Context: an optimization exercise on an open-source flow, tuned for small area. The choices shown serve that exercise and are no tape-out recipe.
In this exercise RTL edits were held to simulation tests only and were not proved equivalent to the original.

<file path="flow/design.v">
`timescale 1ns / 1ps
module freqMeter(clk, rst, signal, d, z);
  input clk;                          
  input rst;                          
  input signal;                       
  output reg [1:4]d;                  
  output reg [7:0]z;                  
  reg [19:0]counter;                  
  reg [19:0]counted;                  
  reg [15:0] period;                  
  reg isLowPeriod;                    
  reg [7:0] x;                        
  reg [5:0]signalPast;                
  reg [15:0] c;
  reg [3:0] w;
  always @(posedge clk) begin
    if (rst) begin                                         
      counter <= 0;                                        
      counted <= 10000;
      signalPast <= 6'b010101;
      c <= 16'b0;
    end else begin
    if (signalPast == 6'b000000 && signal == 1) begin      
      counted <= counter;                                  
      counter <= 0;                                        
    end else begin                                         
      counter <= counter + 1;                              
    end                                                    
    signalPast <= {signalPast[4:0], signal};
    c <= c+1;
    end
  end
  always @(*) begin
    period = counted / 10;
    isLowPeriod = period < 1000;
  end
  always @(*) begin
    if (isLowPeriod) begin
      x[7:4] = (period       - period % 100)/100;
      x[3:0] = (period % 100 - period % 10 )/10 ;
    end else begin
      x[7:4] = (period        - period % 1000)/1000;
      x[3:0] = (period % 1000 - period % 100 )/100 ;
    end
  end
  always @(*) begin
    case (c[15:14])
      2'b00: begin d[1]=1'b1; d[2]=1'b0; d[3]=1'b1; d[4]=1'b1; w=4'b1111; z[0] = isLowPeriod ? 1 : 0; end
      2'b01: begin d[1]=1'b1; d[2]=1'b1; d[3]=1'b0; d[4]=1'b1; w=x[7:4];  z[0] = isLowPeriod ? 0 : 1; end
      default: begin d[1]=1'b1; d[2]=1'b1; d[3]=1'b1; d[4]=1'b0; w=x[3:0];  z[0] = 0;                   end
    endcase
    case (w)
      4'b0000 :  z[7:1] = 7'b1111110;
      4'b0001 :  z[7:1] = 7'b0110000;
      4'b0010 :  z[7:1] = 7'b1101101; 
      4'b0011 :  z[7:1] = 7'b1111001;
      4'b0100 :	 z[7:1] = 7'b0110011;
      4'b0101 :	 z[7:1] = 7'b1011011;  
      4'b0110 :	 z[7:1] = 7'b1011111;
      4'b0111 :	 z[7:1] = 7'b1110000;
      4'b1000 :  z[7:1] = 7'b1111111;
      4'b1001 :  z[7:1] = 7'b1111011;
      default :  z[7:1] = 7'b0000000;
    endcase
  end
endmodule
</file>
<file path="flow/run.sh">
#!/bin/bash
# synth_recipe.tcl (not shown) runs the flow's synth.tcl, then flattens the netlist and writes it again
# the make line also repeats each setting of config.mk as NAME=value (left out here)
make -C /OpenROAD-flow-scripts/flow DESIGN_CONFIG=/design/flow/config.mk WORK_HOME=/design/flow/orfs CLKGATE_MAP_FILE= SYNTH_SCRIPT=/design/flow/synth_recipe.tcl finish
</file>
<file path="flow/config.mk">
export PLATFORM = sky130hd
export DESIGN_NAME = freqMeter
export DESIGN_NICKNAME = freqMeter
export VERILOG_FILES = /design/flow/design.v
export SDC_FILE = /design/flow/constraint.sdc
export NUM_CORES = 4
export LEC_CHECK = 0
export CAP_MARGIN = 20
export CORE_MARGIN = 2
export CORE_UTILIZATION = 40
export SLEW_MARGIN = 20
</file>
<file path="flow/constraint.sdc">
create_clock -name core_clock -period 100.0 [get_ports {clk}]
set_input_delay 20.0000 -clock core_clock [delete_from_list [all_inputs] [get_ports {clk}]]
set_output_delay 20.0000 -clock core_clock [all_outputs]
set_load 0.01 [all_outputs]
</file>
==> results of run 1 <==
-- per-layer routing --
| metal | vias to the layer above | GRT usage (%) | share of wire (%) |
|---|---|---|---|
| li1 | 16953 | - | - |
| met1 | 15686 | 30.1 | 49 |
| met2 | 850 | 36.1 | 46 |
| met3 | 71 | 1.15 | 4.3 |
| met4 | 0 | 3.12 | 1.1 |
| met5 | - | 0 | 0 |
-- worst reg2reg max path, delay by kind of cell, from the launching register on --
family | cells | cell delay (ns)
AND/OR/NAND/NOR | 4 | 1.62
flip-flops | 1 | 0.30
-- flip-flops by register name, summed over array words and instances, names as in the netlist --
register and flops:
c 16, counter 20, signalPast 6, counted 19
-- final timing paths --
| path | from | to | cells after the start |
|---|---|---|---|
| worst min register to register | signalPast[1] | signalPast[2] | 1 |
| worst min-delay path | signalPast[1] | signalPast[2] | 1 |
| worst max register to register | signalPast[2] | counter[19] | 4 |
| worst max-delay path | counted[15] | z[3] | 156 |
-- kinds of logic (layout without fill, tap and decap cells) --
group | Yosys count | after routing | synth area share, %
AOI/OAI and AO/OA | 1633 | 1633 | 38.3
xor gates and xnor gates | 388 | 388 | 11.5
adders and majority gates | 147 | 147 | 5.72
buffers and inverters | 439 | 280 | 6.59
DFF | 61 | 61 | 4.05
muxes | 106 | 106 | 3.66
other | 2 | 7 | 0.0249
and+or+nand+nor | 1818 | 1818 | 30.1
-- cells in the mapped netlist, types with 48 or more instances --
cell	n
dfxtp_1	61
nor3_1	159
nand4_1	56
a211oi_1	53
o21ai_1	57
or3_1	48
ha_1	102
nand2_1	428
and3_1	55
o211ai_1	54
and2_1	66
inv_1	197
buf_2	53
nand2b_1	55
o31ai_1	56
mux2i_1	72
nor2_1	490
a21o_1	87
a31oi_1	57
xnor2_1	255
clkbuf_1	107
a21oi_1	352
nand3_1	167
xor2_1	127
o21ai_0	293
o21a_1	59
-- stage by stage --
step / std cells / setup slack [ns] / area [sq um] / hold WS (ns)
2_1_floorplan: 4599 / 46.91 / 30200 / 0.418
6_report: 5409 / 38.12 / 31000 / 0.443
4_1_cts: 5408 / 38.87 / 31000 / 0.441
5_1_grt: 5409 / 33.99 / 31000 / 0.463
3_3_place_gp: 5392 / 40.51 / 30700 / 0.427
3_5_place_dp: 5392 / 39.42 / 30700 / 0.429
-- placed cells by master (no fill, tap or decap), drive strengths merged, types with 42 or more instances in the layout --
cell type and instances:
o22ai 42, and2 70, or3 49, or2 57, and3 55, o21ai 357
nand4 56, nand2b 58, buf 44, nand3 169, inv 205, xor2 127
o31ai 59, nand2 432, mux2i 72, dfxtp 61, xnor2 258, nor4 47
nor2b 43, ha 102, a31oi 58, nor3 169, o211ai 58, nor2 494
a21o 87, o21a 60, a211oi 60, a21oi 360, maj3 45
-- layout make-up --
cell class / instances / area, sq um
Timing Repair Buffer: 58 / 465
Clock buffer: 9 / 225
Fill cell: 7933 / 43500
Sequential cell: 61 / 1220
Tap cell: 969 / 1210
Multi-Input combinational cell: 4099 / 27000
Clock inverter: 7 / 98.8
Inverter: 206 / 776
==> flow_summary.yaml, run 1 <==
cells_and_area:
  antenna-diode-count: 0
  utilization_pct: 41.6
  post_route_cells_drive_above_1_share_pct: 6.67
  area.growth.synth_to_final_pct: 2.80
  fin_nets: 4540
yosys:
  synth_area_leader_cell: "xnor2_1"
  synthesis.area_per_instance_sq_um: 6.57
  number_of_synthesized_register_bits: 61
  ys_top_cells_by_area: "xnor2_1 7.4%, nor2_1 6.1%, a21oi_1 5.8%"
  netlist.area_leader.share_pct: 7.40
  synth_flop_cell: "dfxtp_1"
  synth-edff-count: 0
  netlist-cell-type-count: 154
  synth_sequential_area_ratio_pct: 4.05
  synthesis.area_sq_um: 30200
  share_of_async_settable_or_async_resettable_flops_after_synthesis_pct: 0
  netlist_instances: 4594
  yosysWarningCount: 1
die:
  design.die.area_sq_um: 77700
  ios: 15
  die_x_um: 279
  rows: 100
  die_y_um: 279
  floorplan.initialDensity_pct: 40.5
  core_area_sq_um: 74600
cts:
  ctsRootBufferMaster: "clkbuf_16"
  cts_repair_resize_count: 0
  clk_pin_slew_ns: 0.06
  holdBufCountCts: 0
  clock_insertion_delay_worst_skew_ns: 0.33
  cts_tree: "done"
  clock_sinks: 61
  post_cts_setup_bufs: 0
  htree_levels: 3
  maximum_clock_insertion_buffer_count: 2
  cts-buffers-inserted: 9
sta:
  report.final.setup_viol: 0
  final.setup.tns_ns: 0
  worst_slew_pin_slew_ns: 1.04
  fin_crit_ns: 61.88
  final_min_period_over_clock_period_pct: 61.9
  final-max-slew-violation-count: 0
  clock.fmax_ghz: 0.0162
  grt_setup_unrepaired: "false"
  timing.clock.skew_ns: 0.00500
  headroom_to_the_max_slew_limit_pct: 30.2
  finalHoldViolCount: 0
critical_path:
  arrival_ns: 41.88
  cp-end-kind: "output pin"
  crit_type: "reg2out"
  ff_to_ff_setup_slack_ns: 97.93
  timing.critical_path.max_delay_family: "compound AO/OA/AOI/OAI gates"
  worst_ep_required_time_ns: 80.00
  crit_path_start_kind: "flip-flop"
  timing.critical_path.slowest_cell_delay_ns: 0.93
  crit_top_cell: "a21oi_1"
  worstPathMaxFanout: 21
  master_of_the_slowest_instance_on_the_critical_path: "o41ai_2"
  worstPathBufferInverterCount: 4
placement:
  hpwl_mm: 68.1
  gp_congestion: 0.910
  number_of_i_o_port_buffers: 13
routing:
  route.detailed.wl_per_inst_um: 16.1
  postRouteAntennaNets: 0
  via_count: 33560
  drtPass1Iterations: 6
  finalWirelength_mm: 87.3
  drt-vias-per-instance: 6.20
  drt_iter0_drc: 2908
  drc: 0
global_route:
  global_route_wire_length_before_repair_mm: 146
  grt_max_degree: 42
  number_of_antenna_violations_at_the_first_check_in_global_routing: 0
  grt_pass1_vias: 29414
  track_usage_pct: 21.2
  gr-total-overflow: 0
min_path:
  hold_wc_path_type: "reg2reg"
job:
  count_of_max_cap_constraint_violations: 0
outcome:
  outcome: "finished clean"
==> inputs of run 2 (changes only) <==
==> flow/design.v (replaced) <==
`timescale 1ns / 1ps
module freqMeter(clk, rst, signal, d, z);
  input clk;
  input rst;
  input signal;
  output reg [1:4] d;
  output reg [7:0] z;
  reg [6:0] pre;
  reg [3:0] T;
  reg [3:0] H;
  reg [6:0] K;
  reg       f;
  reg [2:0] run;                      
  reg       lowP;                     
  reg [3:0] hi;                       
  reg [3:0] lo;                       
  reg [15:0] c;
  wire edge_in = signal & (run == 3'd6);
  wire pre99 = pre[6] & pre[5] & pre[1] & pre[0];
  wire T9    = T[3] & T[0];
  wire H9    = H[3] & H[0];
  wire wrapP = K[6] & K[0] & H[2] & H[0] & T[1] & T[0] &
               pre[5] & pre[4] & pre[3] & pre[1] & pre[0];           
  wire wrapC = f & K[5] & K[2] & K[1] & K[0] & H[1] & H[0] & T[1] &
               pre[3] & pre[2] & pre[1] & pre[0];                   
  wire kzero = (K == 7'd0);
  always @(posedge clk) begin
    if (rst) begin
      pre <= 0; T <= 0; H <= 0; K <= 0; f <= 0;
      run <= 3'd0;
      lowP <= 1'b0; hi <= 4'd1; lo <= 4'd0;
      c <= 16'b0;
    end else begin
      if (edge_in) begin
        lowP <= kzero;
        hi   <= kzero ? H : K[3:0];
        lo   <= kzero ? T : H;
      end
      if (edge_in || wrapC) begin
        pre <= 0; T <= 0; H <= 0; K <= 0; f <= 0;
      end else if (wrapP) begin
        pre <= 0; T <= 0; H <= 0; K <= 0; f <= 1'b1;
      end else begin
        pre <= pre99 ? 7'd0 : pre + 7'd1;
        if (pre99) begin
          T <= T9 ? 4'd0 : T + 4'd1;
          if (T9) begin
            H <= H9 ? 4'd0 : H + 4'd1;
            if (H9) K <= K + 7'd1;
          end
        end
      end
      run <= signal ? 3'd0 : (run == 3'd6 ? 3'd6 : run + 3'd1);
      c <= c + 16'd1;
    end
  end
  reg [3:0] w;
  always @(*) begin
    case (c[15:14])
      2'b00:   begin d = 4'b1011; w = 4'b1111; z[0] = lowP;  end
      2'b01:   begin d = 4'b1101; w = hi;      z[0] = ~lowP; end
      default: begin d = 4'b1110; w = lo;      z[0] = 1'b0;  end
    endcase
    case (w)
      4'd0: z[7:1] = 7'b1111110;
      4'd1: z[7:1] = 7'b0110000;
      4'd2: z[7:1] = 7'b1101101;
      4'd3: z[7:1] = 7'b1111001;
      4'd4: z[7:1] = 7'b0110011;
      4'd5: z[7:1] = 7'b1011011;
      4'd6: z[7:1] = 7'b1011111;
      4'd7: z[7:1] = 7'b1110000;
      4'd8: z[7:1] = 7'b1111111;
      4'd9: z[7:1] = 7'b1111011;
      default: z[7:1] = 7'b0000000;
    endcase
  end
endmodule
==> run 2 against run 1 <==
Net effect:
- still clean
- hold slack improved by 0.017 ns
- die area decreased by 91%
- via count decreased by 94%
- clock-buffer cell count decreased by 3
- global-route usage decreased by 6.8 points
- critical path depth decreased by 148
- utilization increased by 4.3 points
- clock skew increased by 0.0085 ns
- highest routed layer unchanged
==> flow_summary.yaml, run 2 <==
outcome:
  outcome: "finished clean"
sta:
  fin_crit_ns: 22.87
  report.final.setup_viol: 0
  final-max-slew-violation-count: 0
  final_min_period_over_clock_period_pct: 22.9
  finalHoldViolCount: 0
  final.setup.tns_ns: 0
  worst_slew_pin_slew_ns: 0.945
  grt_setup_unrepaired: "false"
  timing.clock.skew_ns: 0.0135
  headroom_to_the_max_slew_limit_pct: 37.0
  worst_slack_ns: 77.13
  clock.fmax_ghz: 0.0437
yosys:
  synthesis.area_per_instance_sq_um: 8.67
  synth_most_common_cell: "dfxtp_1"
  number_of_synthesized_register_bits: 51
  synth_flop_cell: "dfxtp_1"
  synth-edff-count: 0
  netlist-cell-type-count: 53
  synth_sequential_area_ratio_pct: 38.3
  synthesis.area_sq_um: 2660
  ys_top_cells_by_area: "dfxtp_1 38%, xnor2_1 6.9%, ha_1 6.6%"
  netlist_instances: 307
  netlist.area_leader.share_pct: 38.3
  yosys-top-cells-count: "51 x dfxtp_1, 42 x nor2_1, 32 x nand2_1"
  yosysWarningCount: 1
  synth_area_leader_cell: "dfxtp_1"
  share_of_async_settable_or_async_resettable_flops_after_synthesis_pct: 0
cts:
  maximum_clock_insertion_buffer_count: 2
  clk_pin_slew_ns: 0.10
  post_cts_setup_bufs: 0
  cts-buffers-inserted: 5
  clock_insertion_delay_worst_skew_ns: 0.31
  cts_repair_resize_count: 0
  cts_tree: "done"
  ctsRootBufferMaster: "clkbuf_8"
  htree_levels: 2
  holdBufCountCts: 0
  clock_sinks: 51
die:
  die_y_um: 85.6
  design.die.area_sq_um: 7320
  floorplan.initialDensity_pct: 41.7
  rows: 29
  core_area_sq_um: 6390
  die_x_um: 85.6
  ios: 15
global_route:
  top_usage_layer: "met2"
  grtUsageMet2_pct: 22.9
  grt_pass1_vias: 1938
  global_route_wire_length_before_repair_mm: 8.78
  number_of_antenna_violations_at_the_first_check_in_global_routing: 0
  gr-total-overflow: 0
  gr-usage-met1_pct: 19.6
  grt_max_degree: 33
  met3_usage_pct: 2.98
  track_usage_pct: 14.4
job:
  count_of_max_cap_constraint_violations: 0
cells_and_area:
  antenna-diode-count: 0
  post_route_cells_drive_above_1_share_pct: 8.28
  largest_register_ff_count: 16
  n_fill_cell: 621
  final_common_cell: "dfxtp_1"
  area.growth.synth_to_final_pct: 10.0
  fin_nets: 330
  largest_register: "c"
  layout_common_cells: "51 x dfxtp_1, 42 x nor2_1, 32 x nand2_1"
  top_regs: "c (16), K (7), pre (7)"
routing:
  postRouteAntennaNets: 0
  via_count: 2018
  drt-vias-per-instance: 5.16
  drt_iter0_drc: 111
  drc: 0
  drtPass1Iterations: 4
  finalWirelength_mm: 4.93
  route.detailed.wl_per_inst_um: 12.6
critical_path:
  crit_path_start_kind: "flip-flop"
  master_of_the_slowest_instance_on_the_critical_path: "clkdlybuf4s50_1"
  worst_r2r_path_depth: 4
  worst_ep_required_time_ns: 80.00
  cp-end-kind: "output pin"
  crit_type: "reg2out"
  timing.critical_path.slowest_cell_delay_ns: 0.54
  worstPathMaxFanout: 10
  crit_top_cell: "inv_1"
  path_cells: "or3b_2 > o21ai_0 > inv_1 > ha_1 > inv_1 > a21oi_1 > nor2_1 > clkdlybuf4s50_1"
  arrival_ns: 2.87
placement:
  number_of_i_o_port_buffers: 13
  hpwl_mm: 3.44
  dpl_worst_slack_ns: 77.48
  gp_congestion: 0.787
min_path:
  worst_hold_path.num_cells: 1
  hold_wc_path_type: "reg2reg"
-- run 2: kinds of logic (layout without fill, tap and decap cells) --
logic type / count (synthesis) / in the layout / share of synthesized area (%)
compound gates: 38 / 38 / 9.87
xor+xnor: 28 / 28 / 9.21
fa+ha+maj: 14 / 14 / 6.58
buf+inv: 26 / 33 / 4.75
flops: 51 / 51 / 38.3
mux: 6 / 6 / 2.44
other cells: 1 / 1 / 0.141
simple gates: 143 / 143 / 28.7
-- run 2: stage by stage --
| stage | hold WS [ns] | area, sq um | instances | utilization (%) |
|---|---|---|---|---|
| final | 0.460 | 2930 | 391 | 45.9 |
| after global placement | 0.444 | 2810 | 383 | 44.0 |
| after global routing | 0.500 | 2930 | 391 | 45.9 |
| after CTS | 0.469 | 2930 | 391 | 45.9 |
| after floorplan | 0.427 | 2660 | 307 | - |
| after detailed placement | 0.455 | 2810 | 383 | 44.0 |
-- run 2: layer usage --
layer	up-vias	routed length, um	part of all wire (%)
li1	1074	-	-
met1	903	2540	51
met2	34	2140	43
met3	7	186	3.8
met4	0	65	1.3
met5	-	0	0
-- run 2: layout make-up --
class / instances / area, sq um / area share, %
Inverter: 11 / 41.3 / 1.41
Timing Repair Buffer: 14 / 138 / 4.70
Multi-Input combinational cell: 230 / 1520 / 51.7
Clock buffer: 6 / 82.6 / 2.82
Clock inverter: 2 / 35.0 / 1.20
Sequential cell: 51 / 1020 / 34.9
Tap cell: 77 / 96.3 / 3.29
-- run 2: critical path: cells and delay by family (launching register included) --
kind,cells,cell delay [ns]
AOI/OAI and AO/OA,2,0.34
adders and majority gates,1,0.33
buffers and inverters,3,0.76
DFF,1,0.52
and+or+nand+nor,2,0.61
-- run 2: worst paths after layout --
path / slack [ns] / end / from
hold / removal: 0.46 / run[0] / run[0]
setup reg to reg: 97.87 / H[2] / K[0]
setup / recovery: 77.13 / z[6] / c[14]
hold reg to reg: 0.46 / run[0] / run[0]
==> inputs of run 3 (changes only) <==
==> flow/design.v (replaced) <==
`timescale 1ns / 1ps
module freqMeter(clk, rst, signal, d, z);
  input clk;
  input rst;
  input signal;
  output reg [1:4] d;
  output reg [7:0] z;
  reg [13:0] L;
  reg [1:0]  p;
  wire lz13  = ~|L[12:0];
  wire lzero = lz13 & ~L[13];
  wire lfb   = L[13] ^ L[11] ^ L[1] ^ L[0] ^ lz13;
  reg [2:0] run;
  wire edge_in = signal & (run == 3'd6);
  reg [6:0] pre;
  reg [3:0] T;
  reg [3:0] H;
  reg [6:0] K;
  wire pre99 = (pre[5:0] == 6'b011001);               
  wire pre15 = pre[2] & pre[5] & ~pre[6];             
  wire pre59 = ~pre[0] & pre[1] & ~pre[5] & pre[6];   
  wire pfb   = pre[6] ^ pre[2] ^ pre99;
  wire T9 = T[3] & T[0];
  wire H9 = H[3] & H[0];
  wire cT = pre99;
  wire cH = cT & T9;
  wire cK = cH & H9;
  wire wrapP = K[6] & ~K[5] & ~K[4] & K[0] & H[2] & H[0] & T[1] & T[0] & pre59;
  wire wrapC = K[6] & K[5] & K[4] & K[2] & K[1] & K[0] & H[1] & H[0] & T[1] & pre15;
  wire clrA = edge_in | wrapC;
  wire clrB = clrA | wrapP;
  wire kzero = (K[3:0] == 4'd0) & ~K[5] & (K[6] == K[4]);
  reg       lowP;
  reg [3:0] x;
  reg [3:0] mid;
  always @(posedge clk) begin
    if (rst) begin
      L <= 14'd1;
      p <= 2'd0;
      run <= 3'd0;
      pre <= 7'd50;
      T <= 4'd0;
      H <= 4'd0;
      K <= 7'd0;
      lowP <= 1'b0;
      x <= 4'd1;
      mid <= 4'd0;
    end else begin
      L <= {L[12:0], lfb};
      if (lzero) p <= p + 2'd1;
      run <= signal ? 3'd0 : (run == 3'd6 ? 3'd6 : run + 3'd1);
      if (edge_in) begin
        lowP <= kzero;
        mid  <= H;
        x    <= kzero ? T : K[3:0];
      end
      if (clrB) begin
        pre <= 7'd50;
        T <= 4'd0;
        H <= 4'd0;
        K[3:0] <= 4'd0;
      end else begin
        pre <= {pre[5:0], pfb};
        if (cT) T <= T9 ? 4'd0 : T + 4'd1;
        if (cH) H <= H9 ? 4'd0 : H + 4'd1;
        if (cK) K[3:0] <= K[3:0] + 4'd1;
      end
      if (clrA)
        K[6:4] <= 3'd0;
      else if (wrapP)
        K[4] <= 1'b1;
      else if (cK && K[3:0] == 4'd15)
        K[6:4] <= K[6:4] + 3'd1;
    end
  end
  wire ph0  = (p == 2'd0);
  wire ph1  = (p == 2'd1);
  wire selx = ph1 ^ lowP;
  reg [3:0] w;
  always @(*) begin
    d[1] = 1'b1;
    d[2] = ~ph0;
    d[3] = ~ph1;
    d[4] = ph0 | ph1;
    z[0] = ph0 ? lowP : (ph1 & ~lowP);
    w = ph0 ? 4'hF : (selx ? x : mid);
    case (w)
      4'd0: z[7:1] = 7'b1111110;
      4'd1: z[7:1] = 7'b0110000;
      4'd2: z[7:1] = 7'b1101101;
      4'd3: z[7:1] = 7'b1111001;
      4'd4: z[7:1] = 7'b0110011;
      4'd5: z[7:1] = 7'b1011011;
      4'd6: z[7:1] = 7'b1011111;
      4'd7: z[7:1] = 7'b1110000;
      4'd8: z[7:1] = 7'b1111111;
      4'd9: z[7:1] = 7'b1111011;
      default: z[7:1] = 7'b0000000;
    endcase
  end
endmodule
--- a/flow/config.mk
+++ b/flow/config.mk
@@ -8,4 +8,7 @@
 export CAP_MARGIN = 20
 export CORE_MARGIN = 2
 export CORE_UTILIZATION = 40
+export CTS_BUF_LIST = sky130_fd_sc_hd__clkbuf_16
+export CTS_CLUSTER_DIAMETER = 500
+export CTS_CLUSTER_SIZE = 100
 export SLEW_MARGIN = 20
==> run 3 against run 2 <==
Net effect:
- sequential share of layout area is 1.4 points higher
- utilization is 1.1 points higher
- maximum frequency is 1.1% lower
- sequential cell count is 1 lower
- global-route usage is 0.066 points lower
- clock-buffer cell count is 1 lower
- hold slack worse by 0.011 ns
- register-to-register slack better by 0.08 ns
- critical path depth is 3 higher
- routed wire length is 10% lower
- first-iteration DRC count is 36% lower
- largest cell class unchanged
- highest routed layer unchanged
==> flow_summary.yaml, run 3 <==
outcome:
  outcome: "finished clean"
cts:
  maximum_clock_insertion_buffer_count: 2
  cts_repair_resize_count: 0
  ctsRootBufferMaster: "clkbuf_16"
  htree_levels: 2
  post_cts_setup_bufs: 0
  clock_sinks: 50
  clock_insertion_delay_worst_skew_ns: 0.29
  holdBufCountCts: 0
  cts_tree: "done"
  clk_pin_slew_ns: 0.07
  cts-buffers-inserted: 5
cells_and_area:
  fin_nets: 293
  layout_common_cells: "50 x dfxtp_1, 21 x nand2_1, 18 x nor2b_1"
  area.growth.synth_to_final_pct: 13.8
  largest_register_ff_count: 14
  top_regs: "L (14), K (7), pre (7)"
  largest_register: "L"
  post_route_cells_drive_above_1_share_pct: 9.09
  n_fill_cell: 568
  antenna-diode-count: 0
  final_common_cell: "dfxtp_1"
yosys:
  synth-xor-area-share_pct: 5.41
  synth_simple_gate_area_share_pct: 27.8
  synth_most_common_cell: "dfxtp_1"
  synth-edff-count: 0
  synth_area_leader_cell: "dfxtp_1"
  share_of_async_settable_or_async_resettable_flops_after_synthesis_pct: 0
  netlist.area_leader.share_pct: 41.2
  synthAdderAreaFrac_pct: 8.24
  synthesis.area_sq_um: 2430
  synth-compound-area-share_pct: 9.02
  ys_top_cells_by_area: "dfxtp_1 41%, ha_1 8.2%, nor2b_1 4.6%"
  synthesis.area_per_instance_sq_um: 9.23
  yosys-top-cells-count: "50 x dfxtp_1, 21 x nand2_1, 18 x nor2b_1"
  post_synth_mux_area_share_pct: 4.28
  yosysWarningCount: 1
  synth_top_family_by_area: "simple AND/OR/NAND/NOR gates"
  synth_flop_cell: "dfxtp_1"
  netlist_instances: 263
  number_of_synthesized_register_bits: 50
  netlist-cell-type-count: 46
  synth_sequential_area_ratio_pct: 41.2
placement:
  hpwl_mm: 3.10
  gp_congestion: 0.726
  number_of_i_o_port_buffers: 13
routing:
  drt_iter0_drc: 71
  finalWirelength_mm: 4.42
  drtPass1Iterations: 4
  route.detailed.wl_per_inst_um: 12.6
  top_layer: "met4"
  wl_met2_mm: 1.90
  drt-vias-per-instance: 5.11
  via_count: 1788
  wl_met3_um: 166
  drc: 0
  postRouteAntennaNets: 0
  wl_met1_mm: 2.31
critical_path:
  worst_ep_required_time_ns: 80.00
  worstPathMaxFanout: 8
  worst_r2r_path_depth: 5
  r2r-start: "run[0]"
  arrival_ns: 3.12
  ff_to_ff_setup_slack_ns: 97.95
  crit_path_start_kind: "flip-flop"
  worstSetupEndpoint: "z[7]"
  cp-end-kind: "output pin"
  cp-startpoint: "p[1]"
  crit_type: "reg2out"
  worstReg2RegEnd: "pre[5]"
die:
  rows: 28
  die_x_um: 81.9
  design.die.area_sq_um: 6710
  floorplan.initialDensity_pct: 41.3
  ios: 15
  die_y_um: 81.9
  core_area_sq_um: 5890
sta:
  headroom_to_the_max_slew_limit_pct: 52.2
  final-max-slew-violation-count: 0
  fin_crit_ns: 23.12
  report.final.setup_viol: 0
  final.setup.tns_ns: 0
  grt_setup_unrepaired: "false"
  final_min_period_over_clock_period_pct: 23.1
  timing.clock.skew_ns: 0.00662
  clock.fmax_ghz: 0.0432
  finalHoldViolCount: 0
  worst_slew_pin_slew_ns: 0.718
global_route:
  global_route_wire_length_before_repair_mm: 7.48
  number_of_antenna_violations_at_the_first_check_in_global_routing: 0
  track_usage_pct: 14.4
  gr-total-overflow: 0
  grt_max_degree: 33
  grt_pass1_vias: 1621
min_path:
  min_from: "mid[1]"
  worst_hold_path.num_cells: 2
  hold_wc_path_type: "reg2reg"
job:
  count_of_max_cap_constraint_violations: 0
==> run 3: cell types whose count changed after synthesis, sizes merged, moves of 8 or more <==
cell   before  now
buf        11    3
nand2      32   21
nand3      16    6
nor2       42   15
nor2b       2   18
xnor2      21    9
==> run 3: how the worst min path moves through the flow <==
stage             end
4_1_cts        mid[1]
6_report       mid[1]
3_3_place_gp   mid[3]
2_1_floorplan  run[0]
3_5_place_dp   mid[3]
5_1_grt        mid[3]
==> run 3: logic make-up after synthesis <==
family | after synthesis
other | 1
AO/OA/AOI/OAI | 34
AND/OR/NAND/NOR | 115
XOR/XNOR | 15
flip-flops | 50
adder cells (fa/ha/maj) | 16
multiplexers | 10
buffers and inverters | 22
==> run 3: through the flow <==
step / hold slack [ns] / setup WS, ns / area [sq um] / utilization [%] / cells
finish: 0.449 / 76.88 / 2760 / 47.0 / 350
global route: 0.475 / 76.55 / 2760 / 47.0 / 350
CTS: 0.455 / 76.88 / 2760 / 47.0 / 350
detailed placement: 0.445 / 77.21 / 2610 / 44.3 / 342
global placement: 0.442 / 77.29 / 2610 / 44.3 / 342
floorplan: 0.432 / 77.82 / 2430 / - / 263
==> run 3: critical path, stage by stage, from the launching register on <==
cell and delay [ns]:
dfxtp_1 0.34, inv_1 0.06, ha_1 0.19, ha_1 0.40
nor2b_1 0.07, a211oi_1 0.47, inv_1 0.13, ha_1 0.20
nor3_1 0.17, o21ai_0 0.11, o21ai_0 0.12, clkdlybuf4s50_1 0.56
==> run 3: layer usage <==
layer  vias up  track usage [%]
li1        937                -
met1       812             18.6
met2        35             23.2
met3         4             3.63
met4         0             5.00
met5         -                0
==> run 3: area by class of cell <==
cell class	instances	area, sq um	share of cell area, %
timing repair buffer	14	138	4.98
clock inverter	3	28.8	1.04
tap	75	93.8	3.40
inverter	12	45.0	1.63
clock buffer	5	125	4.53
multi-input combinational	191	1330	48.2
sequential	50	1000	36.2
==> inputs of run 4 (changes only) <==
--- a/flow/config.mk
+++ b/flow/config.mk
@@ -8,7 +8,6 @@
 export CAP_MARGIN = 20
 export CORE_MARGIN = 2
 export CORE_UTILIZATION = 40
-export CTS_BUF_LIST = sky130_fd_sc_hd__clkbuf_16
 export CTS_CLUSTER_DIAMETER = 500
 export CTS_CLUSTER_SIZE = 100
 export SLEW_MARGIN = 20
==> run 4 against run 3 <==
Net effect:
- non-clock buffer count stayed put
- via count is 0.11% higher
- critical endpoint unchanged
- utilization is 0.96 points lower
==> flow_summary.yaml, run 4 <==
die:
  core_area_sq_um: 5890
  floorplan.initialDensity_pct: 41.3
  design.die.area_sq_um: 6710
  die_y_um: 81.9
  die_x_um: 81.9
  ios: 15
  rows: 28
critical_path:
  arrival_ns: 3.16
  master_of_the_slowest_instance_on_the_critical_path: "clkdlybuf4s50_1"
  crit_cells: 11
  worstPathMaxFanout: 8
  worst_ep_required_time_ns: 80.00
  crit_path_start_kind: "flip-flop"
  crit_type: "reg2out"
  cp-end-kind: "output pin"
  timing.critical_path.max_delay_family: "adder cells"
  crit_top_cell: "ha_1"
  path_cells: "inv_1 > ha_1 > ha_1 > nor2b_1 > a211oi_1 > inv_1 > ha_1 > nor3_1 > o21ai_0 > o21ai_0 > clkdlybuf4s50_1"
  timing.critical_path.slowest_cell_delay_ns: 0.56
  worstPathBufferInverterCount: 3
  worst_r2r_path_depth: 5
cts:
  post_cts_setup_bufs: 0
  htree_levels: 2
  ctsRootBufferMaster: "clkbuf_8"
  maximum_clock_insertion_buffer_count: 2
  holdBufCountCts: 0
  cts_tree: "done"
  cts_repair_resize_count: 0
  clock_sinks: 50
  clock_insertion_delay_worst_skew_ns: 0.32
  clk_pin_slew_ns: 0.11
  cts-buffers-inserted: 5
yosys:
  synth-edff-count: 0
  netlist-cell-type-count: 46
  synth_flop_cell: "dfxtp_1"
  yosys-top-cells-count: "50 x dfxtp_1, 21 x nand2_1, 18 x nor2b_1"
  synthesis.area_per_instance_sq_um: 9.23
  number_of_synthesized_register_bits: 50
  synth-compound-area-share_pct: 9.02
  synthAdderAreaFrac_pct: 8.24
  netlist.area_leader.share_pct: 41.2
  synth_sequential_area_ratio_pct: 41.2
  synth_most_common_cell: "dfxtp_1"
  ys_top_cells_by_area: "dfxtp_1 41%, ha_1 8.2%, nor2b_1 4.6%"
  share_of_async_settable_or_async_resettable_flops_after_synthesis_pct: 0
  synth_top_family_by_area: "simple AND/OR/NAND/NOR gates"
  synth-xor-area-share_pct: 5.41
  netlist_instances: 263
  yosysWarningCount: 1
  synthesis.area_sq_um: 2430
  synth_area_leader_cell: "dfxtp_1"
  synth_simple_gate_area_share_pct: 27.8
  post_synth_mux_area_share_pct: 4.28
placement:
  postPlaceCellArea_sq_um: 2610
  hpwl_mm: 3.10
  number_of_i_o_port_buffers: 13
  gp_congestion: 0.726
cells_and_area:
  post-route-cell-area_sq_um: 2710
  final_common_cell: "dfxtp_1"
  layout_common_cells: "50 x dfxtp_1, 21 x nand2_1, 18 x nor2b_1"
  top_regs: "L (14), K (7), pre (7)"
  post_route_cells_drive_above_1_share_pct: 9.09
  n_fill_cell: 576
  fin_nets: 293
  largest_register_ff_count: 14
  multi_input_comb_area_sq_um: 1330
  seqCellArea_sq_um: 1000
  largest_register: "L"
  area.growth.synth_to_final_pct: 11.5
  antenna-diode-count: 0
routing:
  drc: 0
  route.detailed.wl_per_inst_um: 12.8
  finalWirelength_mm: 4.47
  drtPass1Iterations: 5
  drt_iter0_drc: 47
  drt-vias-per-instance: 5.11
  via_count: 1790
  postRouteAntennaNets: 0
sta:
  worst_slew_pin_slew_ns: 0.715
  clock.fmax_ghz: 0.0432
  final.setup.tns_ns: 0
  fin_crit_ns: 23.16
  timing.clock.skew_ns: 0.0129
  final_min_period_over_clock_period_pct: 23.2
  fin_hold_ws_ns: 0.454
  report.final.setup_viol: 0
  final-max-slew-violation-count: 0
  finalHoldViolCount: 0
  headroom_to_the_max_slew_limit_pct: 52.4
  grt_setup_unrepaired: "false"
global_route:
  grt_max_degree: 33
  top_usage_layer: "met2"
  number_of_antenna_violations_at_the_first_check_in_global_routing: 0
  met3_usage_pct: 4.62
  global_route_wire_length_before_repair_mm: 7.45
  grtUsageMet2_pct: 22.8
  gr-total-overflow: 0
  grt_pass1_vias: 1605
  gr-usage-met1_pct: 18.7
  track_usage_pct: 14.5
job:
  count_of_max_cap_constraint_violations: 0
outcome:
  outcome: "finished clean"
min_path:
  worst_hold_path.num_cells: 2
  hold_wc_path_type: "reg2reg"
==> run 4: path summary, 6_finish.rpt <==
check / startpoint / to / slack [ns]
worst min register to register: mid[1] / mid[1] / 0.45
worst max register to register: run[0] / pre[5] / 97.94
worst min-delay path: mid[1] / mid[1] / 0.45
worst max-delay path: p[1] / z[7] / 76.84
==> run 4: stage by stage <==
stage	setup slack (ns)	std cells	util, %
global placement	77.29	342	44.3
floorplan	77.82	263	-
CTS	76.84	350	46.0
finish	76.84	350	46.0
detailed placement	77.21	342	44.3
global route	76.50	350	46.0
==> run 4: layout make-up <==
type                            count  share of cell area (%)
Inverter                           12                    1.66
Clock inverter                      3                    1.06
Tap cell                           75                    3.47
Multi-Input combinational cell    191                    49.2
Timing Repair Buffer               14                    5.08
Clock buffer                        5                    2.54
Sequential cell                    50                    37.0
==> run 4: cells by family (layout without fill, tap and decap cells) <==
logic type	Yosys count	after routing
AND/OR/NAND/NOR	115	115
multiplexers	10	10
AO/OA/AOI/OAI	34	34
other	1	1
buffers and inverters	22	34
flip-flops	50	50
XOR/XNOR	15	15
adder cells (fa/ha/maj)	16	16
==> run 4: tightest hold or removal path: stages, from the launching register on <==
cell and delay (ns):
dfxtp_1 0.32, nand2_1 0.05, a21oi_1 0.05
==> run 4: metal layers <==
layer	vias up	wire, um
met2	33	1900
met4	0	38
met3	4	169
met5	-	0
met1	817	2350
li1	936	-
==> inputs of run 5 (changes only) <==
--- a/flow/config.mk
+++ b/flow/config.mk
@@ -8,6 +8,4 @@
 export CAP_MARGIN = 20
 export CORE_MARGIN = 2
 export CORE_UTILIZATION = 40
-export CTS_CLUSTER_DIAMETER = 500
-export CTS_CLUSTER_SIZE = 100
 export SLEW_MARGIN = 20
==> run 5 against run 4 <==
Net effect:
- global-route usage stayed put
- final cell count stayed put
- register-to-register slack hardly changed
- setup slack stayed put
- routed wire length stayed put
- critical path depth stayed put
- highest routed layer unchanged
==> flow_summary.yaml, run 5 <==
yosys:
  synth_flop_cell: "dfxtp_1"
  synthesis.area_sq_um: 2430
  number_of_synthesized_register_bits: 50
  synth_most_common_cell: "dfxtp_1"
  ys_top_cells_by_area: "dfxtp_1 41%, ha_1 8.2%, nor2b_1 4.6%"
  yosysWarningCount: 1
  netlist_instances: 263
  synth_area_leader_cell: "dfxtp_1"
  synth-edff-count: 0
  yosys-top-cells-count: "50 x dfxtp_1, 21 x nand2_1, 18 x nor2b_1"
  netlist-cell-type-count: 46
  netlist.area_leader.share_pct: 41.2
  synth_sequential_area_ratio_pct: 41.2
  share_of_async_settable_or_async_resettable_flops_after_synthesis_pct: 0
  synthesis.area_per_instance_sq_um: 9.23
sta:
  fin_crit_ns: 23.16
  grt_setup_unrepaired: "false"
  timing.clock.skew_ns: 0.0129
  report.final.setup_viol: 0
  worst_slew_pin_slew_ns: 0.715
  clock.fmax_ghz: 0.0432
  final-max-slew-violation-count: 0
  final_min_period_over_clock_period_pct: 23.2
  finalHoldViolCount: 0
  final.setup.tns_ns: 0
  headroom_to_the_max_slew_limit_pct: 52.4
placement:
  gp_congestion: 0.726
  hpwl_mm: 3.10
  postPlaceCellArea_sq_um: 2610
  number_of_i_o_port_buffers: 13
die:
  ios: 15
  design.die.area_sq_um: 6710
  floorplan.initialDensity_pct: 41.3
  die_x_um: 81.9
  die_y_um: 81.9
  rows: 28
  core_area_sq_um: 5890
routing:
  via_count: 1790
  route.detailed.wl_per_inst_um: 12.8
  drc: 0
  postRouteAntennaNets: 0
  finalWirelength_mm: 4.47
  drtPass1Iterations: 5
  drt-vias-per-instance: 5.11
  drt_iter0_drc: 47
cts:
  cts_tree: "done"
  post_cts_setup_bufs: 0
  clk_pin_slew_ns: 0.11
  maximum_clock_insertion_buffer_count: 2
  cts-buffers-inserted: 5
  ctsRootBufferMaster: "clkbuf_8"
  holdBufCountCts: 0
  clock_insertion_delay_worst_skew_ns: 0.32
  clock_sinks: 50
  cts_repair_resize_count: 0
  htree_levels: 2
cells_and_area:
  post_route_cells_drive_above_1_share_pct: 9.09
  largest_register_ff_count: 14
  antenna-diode-count: 0
  layout_common_cells: "50 x dfxtp_1, 21 x nand2_1, 18 x nor2b_1"
  largest_register: "L"
  final_common_cell: "dfxtp_1"
  top_regs: "L (14), K (7), pre (7)"
  area.growth.synth_to_final_pct: 11.5
  post-route-cell-area_sq_um: 2710
  fin_nets: 293
critical_path:
  worst_ep_required_time_ns: 80.00
  worstPathMaxFanout: 8
  arrival_ns: 3.16
  crit_type: "reg2out"
  crit_path_start_kind: "flip-flop"
  ff_to_ff_setup_slack_ns: 97.94
  cp-end-kind: "output pin"
  worstReg2RegEnd: "pre[5]"
  r2r-start: "run[0]"
  worst_r2r_path_depth: 5
job:
  count_of_max_cap_constraint_violations: 0
min_path:
  min_from: "mid[1]"
  hold_wc_path_type: "reg2reg"
  worst_hold_path.num_cells: 2
  min_delay_endpoint: "mid[1]"
global_route:
  grt_pass1_vias: 1605
  gr-total-overflow: 0
  track_usage_pct: 14.5
  number_of_antenna_violations_at_the_first_check_in_global_routing: 0
  grt_max_degree: 33
  global_route_wire_length_before_repair_mm: 7.45
outcome:
  outcome: "finished clean"
[run 5: cell counts after synthesis]
Identical to the previous run, type by type.
[run 5: kinds of logic (layout without fill, tap and decap cells)]
kind of cell | count (synthesis) | count (layout) | share of synthesized area [%]
and+or+nand+nor | 115 | 115 | 27.8
DFF | 50 | 50 | 41.2
AOI/OAI and AO/OA | 34 | 34 | 9.02
buffers and inverters | 22 | 34 | 3.92
adders and majority gates | 16 | 16 | 8.24
xor gates and xnor gates | 15 | 15 | 5.41
muxes | 10 | 10 | 4.28
other | 1 | 1 | 0.154
[run 5: how the worst max path moves through the flow]
stage,start,to,slack (ns)
after floorplan,p[1],z[4],77.82
after global placement,p[1],z[4],77.29
after detailed placement,p[1],z[7],77.21
after CTS,p[1],z[7],76.84
after global routing,p[1],z[7],76.50
final,p[1],z[7],76.84
[run 5: critical path: stages, from the launching register on]
cell	delay, ns
dfxtp_1	0.35
inv_1	0.06
ha_1	0.19
ha_1	0.40
nor2b_1	0.07
a211oi_1	0.47
inv_1	0.13
ha_1	0.20
nor3_1	0.17
o21ai_0	0.11
o21ai_0	0.12
clkdlybuf4s50_1	0.56
[run 5: routing by layer]
| layer | up-vias | wire length (um) | track usage, % |
|---|---|---|---|
| met2 | 33 | 1900 | 22.8 |
| met3 | 4 | 169 | 4.62 |
| met1 | 817 | 2350 | 18.7 |
| li1 | 936 | - | - |
| met4 | 0 | 38 | 4.50 |
| met5 | - | 0 | 0 |
[run 5: stage by stage]
stage / util, % / hold WS [ns] / setup slack (ns) / std cells
final: 46.0 / 0.454 / 76.84 / 350
after CTS: 46.0 / 0.459 / 76.84 / 350
after global placement: 44.3 / 0.442 / 77.29 / 342
after floorplan: - / 0.432 / 77.82 / 263
after detailed placement: 44.3 / 0.445 / 77.21 / 342
after global routing: 46.0 / 0.479 / 76.50 / 350
[run 5: layout make-up]
| class | count | area [sq um] |
|---|---|---|
| fillers | 576 | 3180 |
| clock inverters | 3 | 28.8 |
| flip-flops and latches | 50 | 1000 |
| well taps | 75 | 93.8 |
| multi-input cells | 191 | 1330 |
| repair buffers | 14 | 138 |
| clock buffers | 5 | 68.8 |
| inverters | 12 | 45.0 |
==> inputs of run 6 (changes only) <==
==> flow/flow/run.sh (new file) <==
#!/bin/bash
# Layout flow: the standard flow, except that synthesis maps the logic with an
# area-oriented ABC script (flow/area.abc) and skips the adder extraction, and
# the ports get the smallest buffer cell.
set -euo pipefail
W=$(pwd)
F=$W/flow

# ORFS's synth.tcl with the ABC script replaced
sed 's|^  log_cmd abc {\*}\$abc_args$|  set abc_args [list -script $::env(MY_ABC_SCRIPT) {*}$lib_args {*}$lib_dont_use_args -constr $::env(OBJECTS_DIR)/abc.constr]\n  log_cmd abc {*}$abc_args|' \
  "$FLOW_HOME/scripts/synth.tcl" > "$W/my_synth_core.tcl"
grep -q 'MY_ABC_SCRIPT' "$W/my_synth_core.tcl"

export MY_SYNTH_CORE=$W/my_synth_core.tcl
export MY_ABC_SCRIPT=$F/area.abc

make -C "$FLOW_HOME" DESIGN_CONFIG="$W/config.mk" WORK_HOME="$W/orfs" CLKGATE_MAP_FILE= \
  SYNTH_SCRIPT="$F/synth.tcl" ADDER_MAP_FILE= synth > "$W/synth.log" 2>&1

bash "$W/standard.sh" finish "BUFFER_PORTS_ARGS=-buffer_cell sky130_fd_sc_hd__buf_1" > "$W/layout.log" 2>&1
==> flow/flow/area.abc (new file) <==
&get -n
&st
&dch
&nf -R 1000
&put
==> flow/flow/synth.tcl (new file) <==
# Standard synthesis (synth_recipe.tcl) with an area-oriented ABC mapping and
# without the adder extraction step; registers are mapped exactly as in the
# standard synthesis.
proc synth {args} { yosys synth -nofsm -noshare {*}$args }
source $::env(MY_SYNTH_CORE)
# left out here: clear keep_hierarchy, flatten, clean up, hide names made inside functions, write 1_2_yosys.v
==> flow/standard.sh (new file) <==
#!/bin/bash
# synth_recipe.tcl (not shown) runs the flow's synth.tcl, then flattens the netlist and writes it again
# the make line also repeats each setting of config.mk as NAME=value (left out here)
make -C /OpenROAD-flow-scripts/flow DESIGN_CONFIG=/design/flow/config.mk WORK_HOME=/design/flow/orfs CLKGATE_MAP_FILE= SYNTH_SCRIPT=/design/flow/synth_recipe.tcl "${@:-finish}"
removed: flow/run.sh
==> run 6 against run 5 <==
Net effect:
- synthesized area fell by 20%
- clock skew fell by 0.0025 ns
- design area fell by 20%
- sequential cell count did not move
- largest cell class is now registers
- critical endpoint is now z[3]
==> flow_summary.yaml, run 6 <==
cells_and_area:
  area.growth.synth_to_final_pct: 11.8
  largest_register_ff_count: 14
  top_regs: "L (14), K (7), pre (7)"
  antenna-diode-count: 0
  final_common_cell: "dfxtp_1"
  utilization_pct: 46.3
  layout_common_cells: "50 x dfxtp_1, 32 x nor2_1, 19 x nor3_1"
  post_route_cells_drive_above_1_share_pct: 3.35
  largest_register: "L"
  fin_nets: 241
die:
  floorplan.initialDensity_pct: 41.4
  ios: 15
  design.die.area_sq_um: 5430
  die_y_um: 73.7
  core_area_sq_um: 4690
  rows: 25
  die_x_um: 73.7
cts:
  clk_pin_slew_ns: 0.09
  post_cts_setup_bufs: 0
  cts_repair_resize_count: 0
  maximum_clock_insertion_buffer_count: 2
  ctsRootBufferMaster: "clkbuf_8"
  clock_sinks: 50
  holdBufCountCts: 0
  htree_levels: 2
  cts-buffers-inserted: 5
  cts_tree: "done"
  clock_insertion_delay_worst_skew_ns: 0.30
yosys:
  synth_most_common_cell: "dfxtp_1"
  synth_area_leader_cell: "dfxtp_1"
  synthesis.area_per_instance_sq_um: 8.91
  ys_top_cells_by_area: "dfxtp_1 52%, nor2_1 6.2%, nor3_1 4.9%"
  synth_sequential_area_ratio_pct: 51.5
  yosysWarningCount: 1
  yosys-top-cells-count: "50 x dfxtp_1, 32 x nor2_1, 19 x nor3_1"
  synth-edff-count: 0
  synthesis.area_sq_um: 1940
  number_of_synthesized_register_bits: 50
  netlist-cell-type-count: 28
  share_of_async_settable_or_async_resettable_flops_after_synthesis_pct: 0
  synth_flop_cell: "dfxtp_1"
  netlist.area_leader.share_pct: 51.5
  netlist_instances: 218
sta:
  report.final.setup_viol: 0
  finalHoldViolCount: 0
  final-max-slew-violation-count: 0
  final.setup.tns_ns: 0
  worst_slew_pin_slew_ns: 0.644
  fin_crit_ns: 22.34
  final_min_period_over_clock_period_pct: 22.3
  grt_setup_unrepaired: "false"
  clock.fmax_ghz: 0.0448
  headroom_to_the_max_slew_limit_pct: 56.7
  timing.clock.skew_ns: 0.0104
critical_path:
  crit_path_start_kind: "flip-flop"
  crit_cells: 8
  timing.critical_path.slowest_cell_delay_ns: 0.40
  path_cells: "nor2b_1 > xor2_1 > nand2_1 > nand3_1 > nor2_1 > a31oi_1 > nor3_1 > buf_1"
  cp-end-kind: "output pin"
  worst_r2r_path_depth: 8
  worst_ep_required_time_ns: 80.00
  ff_to_ff_setup_slack_ns: 97.67
  worstPathMaxFanout: 6
  master_of_the_slowest_instance_on_the_critical_path: "dfxtp_1"
  timing.critical_path.max_delay_family: "simple AND/OR/NAND/NOR gates"
  arrival_ns: 2.34
  crit_type: "reg2out"
  worstPathBufferInverterCount: 1
global_route:
  grt_pass1_vias: 1349
  gr-total-overflow: 0
  grt_max_degree: 30
  number_of_antenna_violations_at_the_first_check_in_global_routing: 0
  track_usage_pct: 15.1
  global_route_wire_length_before_repair_mm: 6.27
routing:
  finalWirelength_mm: 3.68
  drt_iter0_drc: 82
  postRouteAntennaNets: 0
  drt-vias-per-instance: 5.31
  via_count: 1555
  drtPass1Iterations: 4
  drc: 0
  route.detailed.wl_per_inst_um: 12.6
job:
  count_of_max_cap_constraint_violations: 0
min_path:
  worst_hold_path.num_cells: 1
  hold_wc_path_type: "reg2reg"
placement:
  hpwl_mm: 2.54
  number_of_i_o_port_buffers: 13
  gp_congestion: 0.831
outcome:
  outcome: "finished clean"
==> run 6: changes by cell type in the layout (fill, tap and decap cells not counted), moves of 7 or more <==
cell             change
mux2i_1              -7
nand2_1              -8
ha_1                -16
inv_1               -12
clkdlybuf4s50_1     -13
nor2_1              +18
and3_1               +8
buf_1               +13
==> run 6: worst paths after layout <==
path / from / to
max reg2reg: pre[0] / K[6]
min reg2reg: pre[3] / pre[4]
max: p[0] / z[3]
min: pre[3] / pre[4]
==> run 6: final cells by class <==
type	count	area, sq um
clock buffers	7	76.3
clock inverters	1	30.0
fillers	474	2520
inverters	3	11.3
multi-input cells	164	928
flip-flops and latches	50	1000
well taps	54	67.6
repair buffers	14	56.3
==> run 6: cells by family after synthesis <==
family	synth area share, %
simple gates	31.4
flops	51.5
compound gates	10.1
xor+xnor	5.86
buf+inv	0.967
other cells	0.193
==> run 6: stage by stage <==
step | area, sq um | hold slack [ns] | setup WS (ns) | instances
after global routing | 2170 | 0.478 | 77.39 | 293
after global placement | 2060 | 0.429 | 78.05 | 285
after CTS | 2160 | 0.455 | 77.66 | 293
final | 2170 | 0.454 | 77.66 | 293
after detailed placement | 2060 | 0.434 | 78.00 | 285
after floorplan | 1940 | 0.416 | 78.28 | 218
==> run 6: layer usage <==
layer / share of wire, % / vias to the layer above / GRT usage [%] / routed length, um
met5: 0 / - / 0 / 0
met2: 42 / 26 / 21.3 / 1530
met4: 1.3 / 0 / 6.06 / 47
met1: 53 / 710 / 21.2 / 1960
met3: 3.9 / 5 / 4.66 / 143
li1: - / 814 / - / -
==> inputs of run 7 (changes only) <==
--- a/flow/design.v
+++ b/flow/design.v
@@ -5,17 +5,22 @@
   input signal;
   output reg [1:4] d;
   output reg [7:0] z;
-  reg [13:0] L;
-  reg [1:0]  p;
+  localparam [13:0] L_INV = 14'b01010101010101;
+  reg  [13:0] Ls;                     
+  wire [13:0] L = Ls ^ L_INV;
+  reg  [1:0]  p;
   wire lz13  = ~|L[12:0];
-  wire lzero = lz13 & ~L[13];
+  wire lzero = lz13 & ~L[13];         
   wire lfb   = L[13] ^ L[11] ^ L[1] ^ L[0] ^ lz13;
-  reg [2:0] run;
-  wire edge_in = signal & (run == 3'd6);
-  reg [6:0] pre;
-  reg [3:0] T;
-  reg [3:0] H;
-  reg [6:0] K;
+  reg  [2:0] run;
+  wire run_in = ~((run == 3'b100) | (run == 3'b001));
+  wire edge_in = signal & (run == 3'b111);
+  localparam [6:0] PRE_INV = 7'b0110010;
+  reg  [6:0] preS;                    
+  wire [6:0] pre = preS ^ PRE_INV;
+  reg  [3:0] T;
+  reg  [3:0] H;
+  reg  [6:0] K;
   wire pre99 = (pre[5:0] == 6'b011001);               
   wire pre15 = pre[2] & pre[5] & ~pre[6];             
   wire pre59 = ~pre[0] & pre[1] & ~pre[5] & pre[6];   
@@ -35,10 +40,10 @@
   reg [3:0] mid;
   always @(posedge clk) begin
     if (rst) begin
-      L <= 14'd1;
+      Ls <= 14'd1 ^ L_INV;
       p <= 2'd0;
-      run <= 3'd0;
-      pre <= 7'd50;
+      run <= 3'b100;
+      preS <= 7'd50 ^ PRE_INV;
       T <= 4'd0;
       H <= 4'd0;
       K <= 7'd0;
@@ -46,21 +51,21 @@
       x <= 4'd1;
       mid <= 4'd0;
     end else begin
-      L <= {L[12:0], lfb};
+      Ls <= {L[12:0], lfb} ^ L_INV;
       if (lzero) p <= p + 2'd1;
-      run <= signal ? 3'd0 : (run == 3'd6 ? 3'd6 : run + 3'd1);
+      run <= signal ? 3'b100 : {run[1:0], run_in};
       if (edge_in) begin
         lowP <= kzero;
         mid  <= H;
         x    <= kzero ? T : K[3:0];
       end
       if (clrB) begin
-        pre <= 7'd50;
+        preS <= 7'd50 ^ PRE_INV;
         T <= 4'd0;
         H <= 4'd0;
         K[3:0] <= 4'd0;
       end else begin
-        pre <= {pre[5:0], pfb};
+        preS <= {pre[5:0], pfb} ^ PRE_INV;
         if (cT) T <= T9 ? 4'd0 : T + 4'd1;
         if (cH) H <= H9 ? 4'd0 : H + 4'd1;
         if (cK) K[3:0] <= K[3:0] + 4'd1;
==> flow/flow/run.sh (replaced) <==
#!/bin/bash
# Layout flow: the standard flow, except that
#  - synthesis skips the adder extraction and maps the logic with several
#    area-oriented ABC scripts (flow/abc), keeping the smallest result;
#    registers and their names are as in the standard synthesis;
#  - the ports get the smallest buffer cell;
#  - CTS adds no dummy loads.
set -euo pipefail
W=$(pwd)
F=$W/flow

# ORFS's synth.tcl with its abc call replaced by flow/abc_pick.tcl
python3 - "$FLOW_HOME/scripts/synth.tcl" "$W/my_synth_core.tcl" "$F/abc_pick.tcl" <<'PY'
import sys
src, dst, pick = sys.argv[1:4]
s = open(src).read()
old = "  log_cmd abc {*}$abc_args\n"
assert s.count(old) == 1
s = s.replace(old, "  source " + pick + "\n")
open(dst, "w").write(s)
PY

export MY_SYNTH_CORE=$W/my_synth_core.tcl
export MY_ABC_DIR=$F/abc

make -C "$FLOW_HOME" DESIGN_CONFIG="$W/config.mk" WORK_HOME="$W/orfs" CLKGATE_MAP_FILE= \
  SYNTH_SCRIPT="$F/synth.tcl" ADDER_MAP_FILE= synth > "$W/synth.log" 2>&1
grep ABC_PICK "$W/orfs/logs/sky130hd/freqMeter/base/1_2_yosys.log" >> "$W/synth.log" || true

bash "$W/standard.sh" finish "BUFFER_PORTS_ARGS=-buffer_cell sky130_fd_sc_hd__buf_1" \
  "CTS_ARGS=-sink_clustering_enable -repair_clock_nets -dont_use_dummy_load" > "$W/layout.log" 2>&1
==> flow/flow/abc/a1.abc (new file) <==
&get -n
&st
&dch
&nf -R 1000
&put
==> flow/flow/abc/a2.abc (new file) <==
&get -n
&st
&dch -x
&nf -R 1000
&put
==> flow/flow/abc/a3.abc (new file) <==
strash
dch -f
amap
==> flow/flow/abc/a4.abc (new file) <==
strash
dch -f
amap -F 10 -A 10
==> flow/flow/abc/a5.abc (new file) <==
&get -n
&st
&dch
&nf -R 1000 -F 10 -A 10 -C 32
&put
==> flow/flow/abc/a6.abc (new file) <==
&get -n
&deepsyn -T 30
&dch
&nf -R 1000
&put
==> flow/flow/abc/a7.abc (new file) <==
&get -n
&deepsyn -T 30
&put
dch -f
amap
==> flow/flow/abc/a8.abc (new file) <==
strash
ifraig
dch -f
amap
==> flow/flow/abc_pick.tcl (new file) <==
# Replaces ORFS's single abc call: maps the logic with each script in
# MY_ABC_DIR and keeps the one with the smallest cell area.
design -save pre_abc
set best_area -1
set best_script ""
foreach s [lsort [glob $::env(MY_ABC_DIR)/*.abc]] {
  design -load pre_abc
  abc -script $s {*}$lib_args {*}$lib_dont_use_args -constr $::env(OBJECTS_DIR)/abc.constr
  set st [tee -q -s result.string stat {*}$lib_args]
  if {[regexp {Chip area for module[^:]*:\s*([0-9.]+)} $st -> area]} {
    puts "ABC_PICK [file tail $s] area $area"
    if {$best_area < 0 || $area < $best_area} {
      set best_area $area
      set best_script $s
      design -save best_abc
    }
  }
}
puts "ABC_PICK best [file tail $best_script] area $best_area"
design -load best_abc
==> flow/flow/synth.tcl (replaced) <==
# Standard synthesis (synth_recipe.tcl) with the logic mapped by several
# area-oriented ABC scripts (flow/abc/*.abc, the smallest result is kept) and
# without the adder extraction step; registers are mapped exactly as in the
# standard synthesis.
proc synth {args} { yosys synth -nofsm -noshare {*}$args }
source $::env(MY_SYNTH_CORE)
# left out here: clear keep_hierarchy, flatten, clean up, hide names made inside functions, write 1_2_yosys.v
removed: flow/flow/area.abc
==> run 7 against run 6 <==
Net effect:
- still clean on timing, DRC and antenna
- clock skew is 0.017 ns higher
- first-iteration DRC count is 40% lower
- synthesized cell count is 7.8% lower
- design area is 5.8% lower
- die area is 3.9% lower
- sequential share of layout area is 2.9 points higher
- maximum frequency is 0.39% lower
- hold slack worse by 0.051 ns
- synthesized area is 4.1% lower
- clock-buffer cell count is 2 lower
- critical path depth is 1 lower
- critical endpoint is now z[5]
- highest routed layer unchanged
==> flow_summary.yaml, run 7 <==
cts:
  ctsRootBufferMaster: "clkbuf_8"
  clock_sinks: 50
  clock_insertion_delay_worst_skew_ns: 0.30
  maximum_clock_insertion_buffer_count: 2
  holdBufCountCts: 0
  post_cts_setup_bufs: 0
  cts_tree: "done"
  htree_levels: 2
  clk_pin_slew_ns: 0.09
  cts-buffers-inserted: 5
  cts_repair_resize_count: 0
yosys:
  ys_top_cells_by_area: "dfxtp_1 54%, nor2_1 6.3%, a21oi_1 3.2%"
  synthesis.area_sq_um: 1860
  yosysWarningCount: 1
  netlist-cell-type-count: 38
  synthesis.area_per_instance_sq_um: 9.26
  netlist.area_leader.share_pct: 53.8
  synth_flop_cell: "dfxtp_1"
  share_of_async_settable_or_async_resettable_flops_after_synthesis_pct: 0
  synth_area_leader_cell: "dfxtp_1"
  yosys-top-cells-count: "50 x dfxtp_1, 31 x nor2_1, 14 x nand2_1"
  netlist_instances: 201
  synth-edff-count: 0
  synth_sequential_area_ratio_pct: 53.8
  number_of_synthesized_register_bits: 50
  synth_most_common_cell: "dfxtp_1"
global_route:
  track_usage_pct: 14.6
  grt_max_degree: 25
  global_route_wire_length_before_repair_mm: 5.91
  gr-total-overflow: 0
  number_of_antenna_violations_at_the_first_check_in_global_routing: 0
  grt_pass1_vias: 1334
critical_path:
  cp-startpoint: "p[1]"
  worstSetupEndpoint: "z[5]"
  crit_top_cell: "o21ai_0"
  worst_r2r_path_depth: 10
  master_of_the_slowest_instance_on_the_critical_path: "mux2_1"
  worstReg2RegEnd: "K[6]"
  worst_ep_required_time_ns: 80.00
  ff_to_ff_setup_slack_ns: 97.14
  crit_path_start_kind: "flip-flop"
  timing.critical_path.slowest_cell_delay_ns: 0.42
  crit_type: "reg2out"
  path_cells: "xnor2_1 > mux2_1 > o21ai_0 > o21ai_0 > a21oi_1 > o21bai_1 > buf_1"
  r2r-start: "preS[5]"
  cp-end-kind: "output pin"
  arrival_ns: 2.43
  worstPathMaxFanout: 6
routing:
  postRouteAntennaNets: 0
  drtPass1Iterations: 4
  finalWirelength_mm: 3.29
  drc: 0
  via_count: 1430
  drt-vias-per-instance: 5.28
  drt_iter0_drc: 49
  route.detailed.wl_per_inst_um: 12.1
cells_and_area:
  area.growth.synth_to_final_pct: 9.81
  post_route_cells_drive_above_1_share_pct: 2.74
  top_regs: "Ls (14), K (7), preS (7)"
  layout.cells.non_filler: 271
  utilization_pct: 46.3
  seqCellArea_sq_um: 1000
  final_common_cell: "dfxtp_1"
  largest_register: "Ls"
  multi_input_comb_area_sq_um: 835
  n_fill_cell: 443
  largest_register_ff_count: 14
  antenna-diode-count: 0
  layout_common_cells: "50 x dfxtp_1, 31 x nor2_1, 14 x nand2_1"
  fin_nets: 224
sta:
  fin_crit_ns: 22.43
  timing.clock.skew_ns: 0.0274
  final_min_period_over_clock_period_pct: 22.4
  finalHoldViolCount: 0
  report.final.setup_viol: 0
  grt_setup_unrepaired: "false"
  worst_slew_pin_slew_ns: 0.805
  final.setup.tns_ns: 0
  final-max-slew-violation-count: 0
  clock.fmax_ghz: 0.0446
  headroom_to_the_max_slew_limit_pct: 46.3
die:
  core_area_sq_um: 4410
  design.die.area_sq_um: 5220
  floorplan.initialDensity_pct: 42.2
  die_y_um: 72.2
  rows: 24
  die_x_um: 72.2
  ios: 15
placement:
  gp_congestion: 0.755
  number_of_i_o_port_buffers: 13
  place_inst: 266
  hpwl_mm: 2.38
min_path:
  hold_wc_path_type: "reg2reg"
job:
  count_of_max_cap_constraint_violations: 0
outcome:
  outcome: "finished clean"
## run 7: cell types whose count changed in the layout (fill, tap and decap cells not counted), moves of 3 or more
cell | previous run | this run
nand2b_1 | 0 | 6
nand3_1 | 6 | 1
a22o_1 | 0 | 4
or3_1 | 6 | 2
nand4_1 | 2 | 6
o21a_1 | 0 | 3
xor2_1 | 7 | 4
a211oi_1 | 6 | 1
nor3_1 | 19 | 11
a21oi_1 | 17 | 12
a21o_1 | 0 | 3
nand4b_1 | 3 | 0
nor2b_1 | 14 | 3
## run 7: routing by layer
layer,vias up,wire length [um],global-route usage (%)
met3,4,152,5.42
met4,0,27,5.03
li1,750,-,-
met5,-,0,0
met2,25,1440,22.3
met1,651,1670,19.0
## run 7: final cells by class
class / instances / area share (%)
Multi-Input combinational cell: 145 / 40.8
Inverter: 5 / 0.918
Timing Repair Buffer: 14 / 2.75
Clock buffer: 5 / 3.37
Tap cell: 52 / 3.18
Sequential cell: 50 / 49.0
## run 7: worst min path at each step
stage / from / end / slack (ns) / cells past startpoint
4_1_cts: Ls[7] / Ls[8] / 0.41 / 1
3_5_place_dp: Ls[3] / Ls[4] / 0.38 / 1
5_1_grt: preS[4] / preS[5] / 0.43 / 2
2_1_floorplan: Ls[7] / Ls[8] / 0.37 / 1
6_report: Ls[7] / Ls[8] / 0.40 / 1
3_3_place_gp: Ls[7] / Ls[8] / 0.37 / 1
## run 7: through the flow
step                cell area, sq um  hold slack [ns]  worst slack, ns
floorplan                       1860            0.370            78.08
global placement                1980            0.375            77.67
detailed placement              1980            0.379            77.55
CTS                             2040            0.407            77.56
global route                    2040            0.431            77.25
finish                          2040            0.402            77.57
## run 7: worst max-delay path, delay by kind of cell, from the launching register on
| kind | cells | cell delay, ns |
|---|---|---|
| compound gates | 4 | 0.85 |
| mux | 1 | 0.42 |
| flops | 1 | 0.36 |
| xor+xnor | 1 | 0.34 |
| buf+inv | 1 | 0.16 |
## run 7: cells by family after synthesis
kind of cell              share of synthesized area [%]
muxes                                             0.605
and+or+nand+nor                                    25.7
AOI/OAI and AO/OA                                  14.1
DFF                                                53.8
other                                             0.201
xor gates and xnor gates                           4.23
buffers and inverters                              1.41

## separate check: timing with driven ports
How much do the figures lean on ideal ports? The routed layouts below were timed once more, with nothing changed but the port constraints. Step 1 (the two cells are an assumption about what drives the block):
set clk [get_ports {clk}]
set_driving_cell -lib_cell sky130_fd_sc_hd__clkbuf_16 $clk
set_driving_cell -lib_cell sky130_fd_sc_hd__buf_2 [delete_from_list [all_inputs] $clk]
Step 2 also shifts input and output timing later by t, the mid clock arrival at the registers, as if the neighbouring blocks saw the same clock. Slacks: ideal / step 1 / step 2; pairs: ideal / step 1.
run	shift t [ns]	setup slack, ns	latest minus earliest clock arrival (ns)
run 1	0.376	38.123 / 38.077 / 38.453	0.006 / 0.006
run 2	0.328	77.132 / 77.103 / 77.431	0.014 / 0.014
run 3	0.322	76.878 / 76.848 / 77.169	0.007 / 0.007
run 4	0.343	76.836 / 76.808 / 77.151	0.013 / 0.013
run 5	0.343	76.836 / 76.808 / 77.151	0.013 / 0.013
run 6	0.325	77.661 / 77.631 / 77.956	0.011 / 0.011
run 7	0.318	77.573 / 77.547 / 77.584	0.028 / 0.027
After both steps every run listed still meets setup and hold.
